This design comes from an exercise in tuning on the open sky130 flow, not from production work.
Function was checked by simulation only, so behaviour that the tests miss may differ from the original.
Power and IR drop assume default switching activity.

`design.v`:
```
module JAM (
input CLK,
input RST,
output [2:0] W,
output [2:0] J,
input [6:0] Cost,
output [3:0] MatchCount,
output [9:0] MinCost,
output Valid );
reg  [7:0] c;
always @(posedge CLK) begin
	if (RST)                 c <= 8'd0;
	else if (c != 8'd136)    c <= c + 8'd1;
end
assign W = c[5:3];
assign J = c[2:0];
assign Valid = c == 8'd136;
wire loading = ~c[7] & ~c[6];
reg  [3:0] k;       
reg  [7:0] mu;      
wire [3:0] kn = (k == 4'd9) ? 4'd0 : k + 4'd1;
always @(posedge CLK) begin
	if (RST) begin
		k  <= 4'd2;
		mu <= 8'd0;
	end else begin
		k  <= kn;
		mu <= {8{(c >= 8'd60) & ~kn[0] & (kn != 4'd4)}};
	end
end
reg [6:0] t0_0, t0_1, t0_2, t0_3, t0_4, t0_5, t0_6, t0_7;
reg [6:0] t1_0, t1_1, t1_2, t1_3, t1_4, t1_5, t1_6, t1_7;
reg [6:0] t2_0, t2_1, t2_2, t2_3, t2_4, t2_5, t2_6, t2_7;
reg [6:0] t3_0, t3_1, t3_2, t3_3, t3_4, t3_5, t3_6, t3_7;
reg [6:0] t4_0, t4_1, t4_2, t4_3, t4_4, t4_5, t4_6, t4_7;
reg [6:0] t5_0, t5_1, t5_2, t5_3, t5_4, t5_5, t5_6, t5_7;
reg [6:0] t6_0, t6_1, t6_2, t6_3, t6_4, t6_5, t6_6, t6_7;
reg [6:0] t7_0, t7_1, t7_2, t7_3, t7_4, t7_5, t7_6, t7_7;
always @(posedge CLK) begin
	t0_0 <= t0_1;
	t0_1 <= mu[0] ? t0_7 : t0_2;
	t0_2 <= mu[0] ? t0_2 : t0_3;
	t0_3 <= mu[0] ? t0_3 : t0_4;
	t0_4 <= t0_5;
	t0_5 <= t0_6;
	t0_6 <= mu[0] ? t0_4 : t0_7;
	t0_7 <= (loading && c[5:3] == 3'd0) ? Cost : t0_0;
	t1_0 <= t1_1;
	t1_1 <= mu[1] ? t1_7 : t1_2;
	t1_2 <= mu[1] ? t1_2 : t1_3;
	t1_3 <= mu[1] ? t1_3 : t1_4;
	t1_4 <= t1_5;
	t1_5 <= t1_6;
	t1_6 <= mu[1] ? t1_4 : t1_7;
	t1_7 <= (loading && c[5:3] == 3'd1) ? Cost : t1_0;
	t2_0 <= t2_1;
	t2_1 <= mu[2] ? t2_7 : t2_2;
	t2_2 <= mu[2] ? t2_2 : t2_3;
	t2_3 <= mu[2] ? t2_3 : t2_4;
	t2_4 <= t2_5;
	t2_5 <= t2_6;
	t2_6 <= mu[2] ? t2_4 : t2_7;
	t2_7 <= (loading && c[5:3] == 3'd2) ? Cost : t2_0;
	t3_0 <= t3_1;
	t3_1 <= mu[3] ? t3_7 : t3_2;
	t3_2 <= mu[3] ? t3_2 : t3_3;
	t3_3 <= mu[3] ? t3_3 : t3_4;
	t3_4 <= t3_5;
	t3_5 <= t3_6;
	t3_6 <= mu[3] ? t3_4 : t3_7;
	t3_7 <= (loading && c[5:3] == 3'd3) ? Cost : t3_0;
	t4_0 <= t4_1;
	t4_1 <= mu[4] ? t4_7 : t4_2;
	t4_2 <= mu[4] ? t4_2 : t4_3;
	t4_3 <= mu[4] ? t4_3 : t4_4;
	t4_4 <= t4_5;
	t4_5 <= t4_6;
	t4_6 <= mu[4] ? t4_4 : t4_7;
	t4_7 <= (loading && c[5:3] == 3'd4) ? Cost : t4_0;
	t5_0 <= t5_1;
	t5_1 <= mu[5] ? t5_7 : t5_2;
	t5_2 <= mu[5] ? t5_2 : t5_3;
	t5_3 <= mu[5] ? t5_3 : t5_4;
	t5_4 <= t5_5;
	t5_5 <= t5_6;
	t5_6 <= mu[5] ? t5_4 : t5_7;
	t5_7 <= (loading && c[5:3] == 3'd5) ? Cost : t5_0;
	t6_0 <= t6_1;
	t6_1 <= mu[6] ? t6_7 : t6_2;
	t6_2 <= mu[6] ? t6_2 : t6_3;
	t6_3 <= mu[6] ? t6_3 : t6_4;
	t6_4 <= t6_5;
	t6_5 <= t6_6;
	t6_6 <= mu[6] ? t6_4 : t6_7;
	t6_7 <= (loading && c[5:3] == 3'd6) ? Cost : t6_0;
	t7_0 <= t7_1;
	t7_1 <= mu[7] ? t7_7 : t7_2;
	t7_2 <= mu[7] ? t7_2 : t7_3;
	t7_3 <= mu[7] ? t7_3 : t7_4;
	t7_4 <= t7_5;
	t7_5 <= t7_6;
	t7_6 <= mu[7] ? t7_4 : t7_7;
	t7_7 <= (loading && c[5:3] == 3'd7) ? Cost : t7_0;
end
wire [6:0] m00 = t0_0, m01 = t0_1, m02 = t0_2, m03 = t0_4;
wire [6:0] m10 = t1_0, m11 = t1_1, m12 = t1_2, m13 = t1_4;
wire [6:0] m20 = t2_0, m21 = t2_1, m22 = t2_2, m23 = t2_4;
wire [6:0] m30 = t3_0, m31 = t3_1, m32 = t3_2, m33 = t3_4;
wire [6:0] m40 = t4_3, m41 = t4_5, m42 = t4_6, m43 = t4_7;
wire [6:0] m50 = t5_3, m51 = t5_5, m52 = t5_6, m53 = t5_7;
wire [6:0] m60 = t6_3, m61 = t6_5, m62 = t6_6, m63 = t6_7;
wire [6:0] m70 = t7_3, m71 = t7_5, m72 = t7_6, m73 = t7_7;
function [7:0] add7;   
	input [6:0] a, b;
	add7 = a + b;
endfunction
function [9:0] add9;   
	input [8:0] a, b;
	add9 = a + b;
endfunction
function lt10;   
	input [9:0] a, b;
	lt10 = a < b;
endfunction
function [12:0] mc9;           
	input [12:0] x, y;
	begin
		if (x[12:4] == y[12:4])                          mc9 = {x[12:4], x[3:0] + y[3:0]};
		else if (lt10({1'b0, x[12:4]}, {1'b0, y[12:4]})) mc9 = x;
		else                                             mc9 = y;
	end
endfunction
function [8:0] blk2;
	input [6:0] ua, ub, va, vb;
	reg [7:0] p, q;
	begin
		p = add7(ua, vb);
		q = add7(ub, va);
		blk2 = {lt10({2'b0, p}, {2'b0, q}) ? p : q, p == q};
	end
endfunction
function [12:0] term;
	input [8:0] x, y;
	reg [1:0] e;
	begin
		e = x[0] + y[0];
		term = {add9({1'b0, x[8:1]}, {1'b0, y[8:1]}), 1'b0, e == 2'd2, e == 2'd1, e == 2'd0};
	end
endfunction
reg  [8:0] xa01;
always @(posedge CLK) xa01 <= blk2(m00, m01, m10, m11);
reg  [8:0] ya01;
always @(posedge CLK) ya01 <= blk2(m20, m21, m30, m31);
reg  [8:0] xa02;
always @(posedge CLK) xa02 <= blk2(m00, m02, m10, m12);
reg  [8:0] ya02;
always @(posedge CLK) ya02 <= blk2(m20, m22, m30, m32);
reg  [8:0] xa03;
always @(posedge CLK) xa03 <= blk2(m00, m03, m10, m13);
reg  [8:0] ya03;
always @(posedge CLK) ya03 <= blk2(m20, m23, m30, m33);
reg  [8:0] xa12;
always @(posedge CLK) xa12 <= blk2(m01, m02, m11, m12);
reg  [8:0] ya12;
always @(posedge CLK) ya12 <= blk2(m21, m22, m31, m32);
reg  [8:0] xa13;
always @(posedge CLK) xa13 <= blk2(m01, m03, m11, m13);
reg  [8:0] ya13;
always @(posedge CLK) ya13 <= blk2(m21, m23, m31, m33);
reg  [8:0] xa23;
always @(posedge CLK) xa23 <= blk2(m02, m03, m12, m13);
reg  [8:0] ya23;
always @(posedge CLK) ya23 <= blk2(m22, m23, m32, m33);
reg  [8:0] xb01;
always @(posedge CLK) xb01 <= blk2(m40, m41, m50, m51);
reg  [8:0] yb01;
always @(posedge CLK) yb01 <= blk2(m60, m61, m70, m71);
reg  [8:0] xb02;
always @(posedge CLK) xb02 <= blk2(m40, m42, m50, m52);
reg  [8:0] yb02;
always @(posedge CLK) yb02 <= blk2(m60, m62, m70, m72);
reg  [8:0] xb03;
always @(posedge CLK) xb03 <= blk2(m40, m43, m50, m53);
reg  [8:0] yb03;
always @(posedge CLK) yb03 <= blk2(m60, m63, m70, m73);
reg  [8:0] xb12;
always @(posedge CLK) xb12 <= blk2(m41, m42, m51, m52);
reg  [8:0] yb12;
always @(posedge CLK) yb12 <= blk2(m61, m62, m71, m72);
reg  [8:0] xb13;
always @(posedge CLK) xb13 <= blk2(m41, m43, m51, m53);
reg  [8:0] yb13;
always @(posedge CLK) yb13 <= blk2(m61, m63, m71, m73);
reg  [8:0] xb23;
always @(posedge CLK) xb23 <= blk2(m42, m43, m52, m53);
reg  [8:0] yb23;
always @(posedge CLK) yb23 <= blk2(m62, m63, m72, m73);
wire [12:0] ta0 = term(xa01, ya23);
wire [12:0] ta1 = term(xa02, ya13);
wire [12:0] ta2 = term(xa03, ya12);
wire [12:0] ta3 = term(xa12, ya03);
wire [12:0] ta4 = term(xa13, ya02);
wire [12:0] ta5 = term(xa23, ya01);
wire [12:0] tb0 = term(xb01, yb23);
wire [12:0] tb1 = term(xb02, yb13);
wire [12:0] tb2 = term(xb03, yb12);
wire [12:0] tb3 = term(xb12, yb03);
wire [12:0] tb4 = term(xb13, yb02);
wire [12:0] tb5 = term(xb23, yb01);
reg  [12:0] pa0;
always @(posedge CLK) pa0 <= mc9(ta0, ta1);
reg  [12:0] pa1;
always @(posedge CLK) pa1 <= mc9(ta2, ta3);
reg  [12:0] pa2;
always @(posedge CLK) pa2 <= mc9(ta4, ta5);
reg  [12:0] ra0;
always @(posedge CLK) ra0 <= mc9(pa0, pa1);
reg  [12:0] ra1;
always @(posedge CLK) ra1 <= pa2;
reg  [12:0] fa;
always @(posedge CLK) fa <= mc9(ra0, ra1);
reg  [12:0] pb0;
always @(posedge CLK) pb0 <= mc9(tb0, tb1);
reg  [12:0] pb1;
always @(posedge CLK) pb1 <= mc9(tb2, tb3);
reg  [12:0] pb2;
always @(posedge CLK) pb2 <= mc9(tb4, tb5);
reg  [12:0] rb0;
always @(posedge CLK) rb0 <= mc9(pb0, pb1);
reg  [12:0] rb1;
always @(posedge CLK) rb1 <= pb2;
reg  [12:0] fb;
always @(posedge CLK) fb <= mc9(rb0, rb1);
wire [3:0] pc = fa[3:0] * fb[3:0];
reg  [13:0] tr;
always @(posedge CLK) tr <= {add9(fa[12:4], fb[12:4]), pc};
wire trv = c >= 8'd66 && c <= 8'd135;
reg [9:0] mincost;
reg [3:0] matchcount;
always @(posedge CLK) begin
	if (RST) begin
		mincost    <= 10'd1023;
		matchcount <= 4'd0;
	end else if (trv) begin
		if (lt10(tr[13:4], mincost)) begin
			mincost    <= tr[13:4];
			matchcount <= tr[3:0];
		end else if (tr[13:4] == mincost) begin
			matchcount <= matchcount + tr[3:0];
		end
	end
end
assign MinCost    = mincost;
assign MatchCount = matchcount;
endmodule
```
`run.sh`:
```
#!/bin/bash
# synth_recipe.tcl (not shown) runs the flow's synth.tcl, then flattens the netlist and writes it again
# the make line also repeats each setting of config.mk as NAME=value (left out here)
make -C /OpenROAD-flow-scripts/flow DESIGN_CONFIG=/design/flow/config.mk WORK_HOME=/design/flow/orfs CLKGATE_MAP_FILE= SYNTH_SCRIPT=/design/flow/synth_recipe.tcl finish
```
`config.mk`:
```
export PLATFORM = sky130hd
export DESIGN_NAME = JAM
export DESIGN_NICKNAME = JAM
export VERILOG_FILES = /design/flow/design.v
export SDC_FILE = /design/flow/constraint.sdc
export NUM_CORES = 4
export LEC_CHECK = 0
export ABC_CLOCK_PERIOD_IN_PS = 3200
export CAP_MARGIN = 20
export CORE_MARGIN = 2
export CORE_UTILIZATION = 40
export SETUP_SLACK_MARGIN = 3.0
export SLEW_MARGIN = 20
```
`constraint.sdc`:
```
create_clock -name core_clock -period 6.2 [get_ports {CLK}]
set_input_delay 1.2400 -clock core_clock [delete_from_list [all_inputs] [get_ports {CLK}]]
set_output_delay 1.2400 -clock core_clock [all_outputs]
set_load 0.01 [all_outputs]
```
==> impl_metrics.toml, run 1 <==
[global_routing]
grtUsageTotal = 0.215
grt-ovfl-total = 0
grt_pass1_vias = 35800
grt_pass1_wl_um = 211000
grt_start_max_net_pins = 61
grt_antenna_before_repair = 10

[final_layout]
nets = 6233
final_cells = 7072
post-route-util = 0.496
syn2layout_area_growth_pct = 22.9
layout-drive-gt1-share = 0.250
post-route-cell-area_um2 = 61300

[power_and_ir_drop]
p_per_area_nw_per_um2 = 498
p_leak_nw = 28.2
peakVddDrop_uv = 1190

[clock_tree]
clkSlewWorstSetupHoldPaths_ns = 0.06
cts_htree_levels = 3
insertion_delay_ns = 0.68
hold_buffers = 0
cts_tree = "built"
cts-buffers-inserted = 94
cts.root.buffer_cell = "clkbuf_16"
cts.sinks = 861
cts_buffer_depth = 3

[place]
routabilityCongestion = 0.927
port_buffers = 29
post-dp-hpwl_um = 107000
post_dp_cell_area_um2 = 52100
dpl.cell_count = 6564

[synthesis]
ys_top_cells_by_count = "796 x ha_1, 749 x dfxtp_1, 546 x inv_1"
synth-seq-area-share = 0.368
post-synth-top-area-fraction = 0.301
synth.avg_cell_area_um2 = 10.1
synth-seq-cells = 861
ys.flop_type = "dfxtp_1"
synth.top_cells.by_area = "dfxtp_1 30%, ha_1 20%, edfxtp_1 6.7%"
yosysMostFrequentCell = "ha_1"
yosys.area.top_type = "dfxtp_1"
postSynthNetCount = 5816
synth_cells = 4939
ys_warn_count = 1
async_reset_ff_frac = 0
synth_area_um2 = 49900
synth-edff-count = 112
synthDistinctLibCells = 67

[detailed_routing]
routedWlPerCell_um = 20.1
postRouteAntennaNets = 0
dr.first_iter.drc_count = 2196
drc = 0
vias = 37100
drtPass1Iterations = 5
via_per_inst = 5.24
finalWirelength_um = 142000

[worst_setup_path]
slowest_delay_ns = 0.44
critPathMaxFanout = 6
crit_required_ns = 6.74
reg2reg_to = "xa02[1]"
crit_path_end_kind = "flip-flop"
path_class = "flip-flop to flip-flop"
arrival_ns = 3.93
r2r_slack_ns = 2.81
cp_cell_sequence = "buf_6 -> ha_4 -> inv_4 -> fa_2 -> nor2b_2 -> o21ai_2 -> a21boi_2 -> mux2_4 -> nor2_4 -> inv_2 -> ha_4 -> a21o_1 -> a21oi_2 -> o21ai_4 -> buf_12 -> mux2_4"
timing.rr.start = "t1_2[0]"
slowest_stage = "edfxtp_1"
rr_worst_depth = 16
startpoint_type = "flip-flop"

[die]
die-area_um2 = 128000
num_rows = 129
start_util = 0.403
coreArea_um2 = 124000
die_w_um = 357
die_h_um = 357
pin_count = 30

[min_path]
min_to = "t3_4[3]"
hold_class = "flip-flop to flip-flop"
hp-start = "t3_5[3]"
whs_path_depth = 0

[sta]
setup_tns_ns = 0
fmax_ghz = 0.295
skew_ns = 0.0356
finalCritPeriodShare = 0.547
setup_viol = 0
hold_viol = 0
worst_pin_slew_ns = 1.22
period_minus_slack_ns = 3.39
relSlewSlack = 0.184
finalMaxSlewViolations = 0
rsz0062_at_grt = "true"

[flow_run]
cap_viol_max_count = 0

[outcome]
status = "complete, no violations"
[registers in the layout, indices dropped and copies added (netlist names), 10 cells and up]
register / flops
tr: 14
fa: 13
fb: 13
pa0: 13
pa1: 13
pa2: 13
pb0: 13
pb1: 13
pb2: 13
ra0: 13
ra1: 13
rb0: 13
rb1: 13
mincost: 10
[worst max-delay path by stage]
stage / from / slack, ns / endpoint / cells after the start
floorplan: yb03[1] / 3.02 / pb1[4] / 12
global placement: ya01[1] / 2.46 / pa2[12] / 15
detailed placement: yb01[1] / 2.37 / pb2[4] / 12
CTS: ya01[1] / 2.89 / pa2[12] / 17
global route: t1_2[0] / 2.70 / xa02[5] / 16
finish: t1_2[0] / 2.81 / xa02[1] / 16
[cells by family after synthesis]
| logic type | Yosys count | share of synthesized area |
|---|---|---|
| DFF | 861 | 0.368 |
| muxes | 425 | 0.0917 |
| buffers and inverters | 597 | 0.0461 |
| adders and majority gates | 868 | 0.229 |
| and+or+nand+nor | 977 | 0.0947 |
| AOI/OAI and AO/OA | 921 | 0.120 |
| xor gates and xnor gates | 290 | 0.0509 |
[critical path: cells and delay by family, from the launching register on]
family / cells / cell delay [ns]
muxes: 2 / 0.62
DFF: 1 / 0.44
buffers and inverters: 4 / 0.39
and+or+nand+nor: 2 / 0.29
AOI/OAI and AO/OA: 5 / 0.74
adders and majority gates: 3 / 0.76
[layout by cell type (no fill, tap or decap), types with 111 or more instances in the layout]
master      n
a21oi_2   114
nand2_1   199
mux2i_1   135
ha_1      721
dfxtp_1   675
buf_4     264
nor2_1    293
xnor2_1   155
mux2_2    202
a21o_1    165
o21ai_0   154
edfxtp_1  112
a21oi_1   111
inv_1     523
[per-layer routing]
| metal | global-route usage | part of all wire | wire length [um] |
|---|---|---|---|
| met2 | 0.371 | 0.48 | 68600 |
| met4 | 0.0663 | 0.034 | 4890 |
| met5 | 0 | 0 | 0 |
| met1 | 0.278 | 0.44 | 62900 |
| met3 | 0.0281 | 0.041 | 5760 |
[per-stage QoR]
step / hold slack (ns) / power [mW] / setup WS [ns]
after floorplan: 0.310 / 16.9 / 3.02
after global placement: 0.310 / 19.9 / 2.46
after detailed placement: 0.312 / 20.1 / 2.37
after CTS: 0.316 / 28.1 / 2.89
after global routing: 0.324 / 32.6 / 2.70
final: 0.310 / 30.5 / 2.81
[repair_timing]
item	4_1_cts	5_1_grt
gates resized for setup	373	511
buffers inserted	173	160
setup endpoints to repair	263	273
pin swaps	156	293
hold endpoints to repair	0	0
[report_power, final]
group | internal, mW | total [mW] | switching, mW
Combinational | 8.34 | 16.9 | 8.56
Sequential | 6.94 | 7.86 | 0.920
Clock | 3.38 | 5.78 | 2.40
[cell type report]
| class | instances | area [um^2] |
|---|---|---|
| Fill cell | 11200 | 62300 |
| Multi-Input combinational cell | 3481 | 32200 |
| Sequential cell | 861 | 18500 |
| Timing Repair Buffer | 372 | 3250 |
| Clock buffer | 122 | 2660 |
| Inverter | 546 | 2060 |
| Tap cell | 1637 | 2050 |
| Clock inverter | 52 | 561 |
| Antenna cell | 1 | 2.50 |
==> run 2, diff against run 1 <==
--- a/design.v
+++ b/design.v
@@ -10,11 +10,11 @@
 reg  [7:0] c;
 always @(posedge CLK) begin
 	if (RST)                 c <= 8'd0;
-	else if (c != 8'd136)    c <= c + 8'd1;
+	else if (c != 8'd134)    c <= c + 8'd1;
 end
 assign W = c[5:3];
 assign J = c[2:0];
-assign Valid = c == 8'd136;
+assign Valid = c == 8'd134;
 wire loading = ~c[7] & ~c[6];
 reg  [3:0] k;       
 reg  [7:0] mu;      
@@ -118,12 +118,28 @@
 	input [8:0] a, b;
 	add9 = a + b;
 endfunction
+function [1:0] lteq10;
+	input [9:0] a, b;
+	integer i;
+	reg l, e, x;
+	begin
+		l = 1'b0;
+		e = 1'b1;
+		for (i = 0; i < 10; i = i + 1) begin
+			x = ~(a[i] ^ b[i]);
+			l = (~a[i] & b[i]) | (x & l);
+			e = e & x;
+		end
+		lteq10 = {l, e};
+	end
+endfunction
 function lt10;   
 	input [9:0] a, b;
 	lt10 = a < b;
 endfunction
 function [12:0] mc9;           
 	input [12:0] x, y;
+	reg [1:0] c;
 	begin
 		if (x[12:4] == y[12:4])                          mc9 = {x[12:4], x[3:0] + y[3:0]};
 		else if (lt10({1'b0, x[12:4]}, {1'b0, y[12:4]})) mc9 = x;
@@ -133,6 +149,7 @@
 function [8:0] blk2;
 	input [6:0] ua, ub, va, vb;
 	reg [7:0] p, q;
+	reg [1:0] c;
 	begin
 		p = add7(ua, vb);
 		q = add7(ub, va);
@@ -213,43 +230,35 @@
 always @(posedge CLK) pa1 <= mc9(ta2, ta3);
 reg  [12:0] pa2;
 always @(posedge CLK) pa2 <= mc9(ta4, ta5);
-reg  [12:0] ra0;
-always @(posedge CLK) ra0 <= mc9(pa0, pa1);
-reg  [12:0] ra1;
-always @(posedge CLK) ra1 <= pa2;
 reg  [12:0] fa;
-always @(posedge CLK) fa <= mc9(ra0, ra1);
+always @(posedge CLK) fa <= mc9(mc9(pa0, pa1), pa2);
 reg  [12:0] pb0;
 always @(posedge CLK) pb0 <= mc9(tb0, tb1);
 reg  [12:0] pb1;
 always @(posedge CLK) pb1 <= mc9(tb2, tb3);
 reg  [12:0] pb2;
 always @(posedge CLK) pb2 <= mc9(tb4, tb5);
-reg  [12:0] rb0;
-always @(posedge CLK) rb0 <= mc9(pb0, pb1);
-reg  [12:0] rb1;
-always @(posedge CLK) rb1 <= pb2;
 reg  [12:0] fb;
-always @(posedge CLK) fb <= mc9(rb0, rb1);
+always @(posedge CLK) fb <= mc9(mc9(pb0, pb1), pb2);
 wire [3:0] pc = fa[3:0] * fb[3:0];
 reg  [13:0] tr;
 always @(posedge CLK) tr <= {add9(fa[12:4], fb[12:4]), pc};
-wire trv = c >= 8'd66 && c <= 8'd135;
-reg [9:0] mincost;
-reg [3:0] matchcount;
+wire trv = c >= 8'd65 && c <= 8'd134;
+reg  [9:0] mincost;
+reg  [3:0] matchcount;
+wire       tlt = lt10(tr[13:4], mincost);
+wire       teq = tr[13:4] == mincost;
+wire [9:0] nmin = (trv & tlt) ? tr[13:4] : mincost;
+wire [3:0] ncnt = ~trv ? matchcount : tlt ? tr[3:0] : teq ? matchcount + tr[3:0] : matchcount;
 always @(posedge CLK) begin
 	if (RST) begin
 		mincost    <= 10'd1023;
 		matchcount <= 4'd0;
-	end else if (trv) begin
-		if (lt10(tr[13:4], mincost)) begin
-			mincost    <= tr[13:4];
-			matchcount <= tr[3:0];
-		end else if (tr[13:4] == mincost) begin
-			matchcount <= matchcount + tr[3:0];
-		end
-	end
-end
-assign MinCost    = mincost;
-assign MatchCount = matchcount;
+	end else begin
+		mincost    <= nmin;
+		matchcount <= ncnt;
+	end
+end
+assign MinCost    = nmin;
+assign MatchCount = ncnt;
 endmodule
==> config.mk (replaced) <==
export PLATFORM = sky130hd
export DESIGN_NAME = JAM
export DESIGN_NICKNAME = JAM
export VERILOG_FILES = /design/flow/design.v
export SDC_FILE = /design/flow/constraint.sdc
export NUM_CORES = 4
export LEC_CHECK = 0
export ABC_CLOCK_PERIOD_IN_PS = 3500
export CAP_MARGIN = 20
export CORE_MARGIN = 2
export CORE_UTILIZATION = 55
export SETUP_SLACK_MARGIN = 2.6
export SLEW_MARGIN = 20
==> impl_metrics.toml, run 2 <==
[worst_setup_path]
slowest_stage = "dfxtp_2"
crit_required_ns = 4.96
cpMostUsedCell = "buf_6"
critPathMaxFanout = 4
crit_path_end_kind = "output port"
startpoint_type = "flip-flop"
cp_cell_sequence = "inv_2 -> ha_4 -> and4_4 -> a31oi_4 -> o21ai_4 -> a21o_4 -> nor2_4 -> buf_4 -> buf_6 -> mux2_4 -> buf_6"
path_class = "flip-flop to output port"
slowest_delay_ns = 0.34
arrival_ns = 2.83
r2r_slack_ns = 2.68

[detailed_routing]
postRouteAntennaNets = 0
vias = 32700
finalWirelength_um = 127000
met3_length_um = 8700
top_layer = "met5"
drc = 0
wl_met1_um = 62700
routedWlPerCell_um = 21.2
dr.first_iter.drc_count = 1961
drtPass1Iterations = 5
via_per_inst = 5.46
met2WireLength_um = 51800

[synthesis]
synthDistinctLibCells = 67
ys.flop_type = "dfxtp_1"
async_reset_ff_frac = 0
synth-simple-area-share = 0.0597
ys_top_cells_by_count = "797 x ha_1, 697 x dfxtp_1, 471 x a21oi_1"
synth_compound_area_frac = 0.134
synth-edff-count = 112
synth_area_um2 = 46800
synthAdderAreaFrac = 0.244
post-synth-top-area-fraction = 0.298
postSynthNetCount = 5401
synth-xor-area-share = 0.0640
synth_top_family_by_area = "adder cells"
synthMuxAreaShare = 0.0894
ys_warn_count = 1
yosysMostFrequentCell = "ha_1"
yosys.area.top_type = "dfxtp_1"
synth-seq-cells = 809
synth.avg_cell_area_um2 = 10.4
synth_cells = 4523
synth-seq-area-share = 0.370
synth.top_cells.by_area = "dfxtp_1 30%, ha_1 21%, edfxtp_1 7.2%"

[final_layout]
nets = 5641
syn2layout_area_growth_pct = 15.4
final_common_cell = "ha_1"
final_cell_mix = "787 x ha_1, 658 x dfxtp_1, 412 x inv_1, 395 x a21oi_1, 223 x mux2_2"
layout-drive-gt1-share = 0.173
largest_reg_flops = 14
top_register = "tr"

[outcome]
status = "complete, no violations"

[clock_tree]
cts_tree = "built"
cts_buffer_depth = 3
cts-buffers-inserted = 86
cts_htree_levels = 3
hold_buffers = 0
cts.sinks = 809
insertion_delay_ns = 0.67
clkSlewWorstSetupHoldPaths_ns = 0.06
cts.root.buffer_cell = "clkbuf_16"

[global_routing]
grt-ovfl-total = 0
grt_start_max_net_pins = 67
grt_antenna_before_repair = 12
grt_pass1_vias = 31000
grtUsageTotal = 0.288
grt_pass1_wl_um = 188000

[power_and_ir_drop]
p_leak_nw = 26.5
total_power_mw = 24.6
p_per_area_nw_per_um2 = 456
peakVddDrop_uv = 440

[sta]
setup_viol = 0
rsz0062_at_grt = "true"
worst_pin_slew_ns = 1.05
finalMaxSlewViolations = 0
fmax_ghz = 0.246
finalCritPeriodShare = 0.656
setup_tns_ns = 0
skew_ns = 0.0342
hold_viol = 0
period_minus_slack_ns = 4.07
relSlewSlack = 0.301

[place]
post-dp-hpwl_um = 99600
port_buffers = 29
routabilityCongestion = 0.912

[die]
die_h_um = 296
die-area_um2 = 87500
num_rows = 107
start_util = 0.553
pin_count = 30
die_w_um = 296
coreArea_um2 = 84700

[flow_run]
cap_viol_max_count = 0

[min_path]
hold_class = "flip-flop to flip-flop"
[run 2: cell types whose count changed after synthesis, moves of 30 or more]
| cell | delta |
|---|---|
| a21oi_1 | +242 |
| inv_1 | -130 |
| nor2_1 | -99 |
| nor3_1 | -79 |
| o21bai_1 | +67 |
| o21ai_0 | -54 |
| dfxtp_1 | -52 |
| o41ai_1 | -50 |
| nor2b_1 | -43 |
| nand2_1 | -35 |
| xor2_1 | +30 |
[run 2: logic make-up after synthesis]
logic type,Yosys count
AOI/OAI and AO/OA,1037
adders and majority gates,869
xor gates and xnor gates,342
DFF,809
and+or+nand+nor,600
buffers and inverters,481
muxes,385
[run 2: repair_timing]
item                                    4_1_cts  5_1_grt
gates cloned                                  1        3
buffers inserted                             57       98
endpoints found under the setup margin      187      241
pin swaps                                    34       85
endpoints found under the hold margin         0        0
gates resized for setup                     195      193
[run 2: critical path: cells and delay by family (launching register included)]
family                     cells  cell delay, ns
AOI/OAI and AO/OA              3            0.56
adders and majority gates      1            0.21
buffers and inverters          4            0.39
DFF                            1            0.34
muxes                          1            0.30
and+or+nand+nor                2            0.37
[run 2: stage by stage]
step | setup slack (ns) | instances | hold slack (ns) | area (um^2) | utilization
6_report | 2.13 | 5983 | 0.313 | 54000 | 0.638
5_1_grt | 2.07 | 5981 | 0.324 | 54000 | 0.637
4_1_cts | 2.12 | 5880 | 0.310 | 52400 | 0.619
3_5_place_dp | 2.17 | 5660 | 0.312 | 48500 | 0.572
3_3_place_gp | 2.17 | 5660 | 0.310 | 48500 | 0.572
2_1_floorplan | 2.69 | 4523 | 0.310 | 46800 | -
[run 2: layout make-up]
type,instances,area [um^2]
flip-flops and latches,809,17400
multi-input cells,3235,28800
well taps,1144,1430
diodes,2,5.00
clock buffers,107,2370
clock inverters,55,708
repair buffers,215,1800
fillers,7012,30700
inverters,416,1560
[run 2: final timing paths]
kind                    from         end  cells after the start
setup / recovery  mincost[4]  MinCost[4]                     11
hold / removal       t4_1[6]     t4_0[6]                      0
setup reg to reg     t6_3[1]     yb03[1]                     15
hold reg to reg      t4_1[6]     t4_0[6]                      0
[run 2: power by group]
part / switching [mW] / internal, mW / total (mW)
Combinational: 6.39 / 5.63 / 12.0
Clock: 2.31 / 3.20 / 5.51
Sequential: 0.778 / 6.34 / 7.12
Total: 9.48 / 15.2 / 24.6
[run 2: routing by layer]
| layer | vias up | track usage |
|---|---|---|
| met5 | - | 0 |
| met4 | 2 | 0.0857 |
| met3 | 197 | 0.0634 |
| met2 | 747 | 0.415 |
| met1 | 15300 | 0.426 |
| li1 | 16400 | - |

==> port drivers added, routing unchanged <==
No port has a modelled driver above. Below, the same layouts with a new extraction and two added sets of constraints.
Step 1 sets driving cells, clkbuf_16 on the clock port and buf_2 on the other inputs (assumed; they add their load-dependent delay and slew).
Step 2, shift: input delay + t, output delay - t, t = (earliest + latest rising clock arrival at the registers) / 2. This alone moves slack from input paths to output paths.
a / b / c = no drivers / after step 1 / after step 2; a / b = the first two.
run | t (ns) | setup slack, ns | worst setup path at the end | slew at the worst register clock pin (ns)
run 1 | 0.732 | 2.809 / 2.809 / 2.809 | register to register | 0.07 / 0.07
run 2 | 0.720 | 2.131 / 2.067 / 2.685 | register to register | 0.07 / 0.07
After both steps every run listed still meets setup and hold.
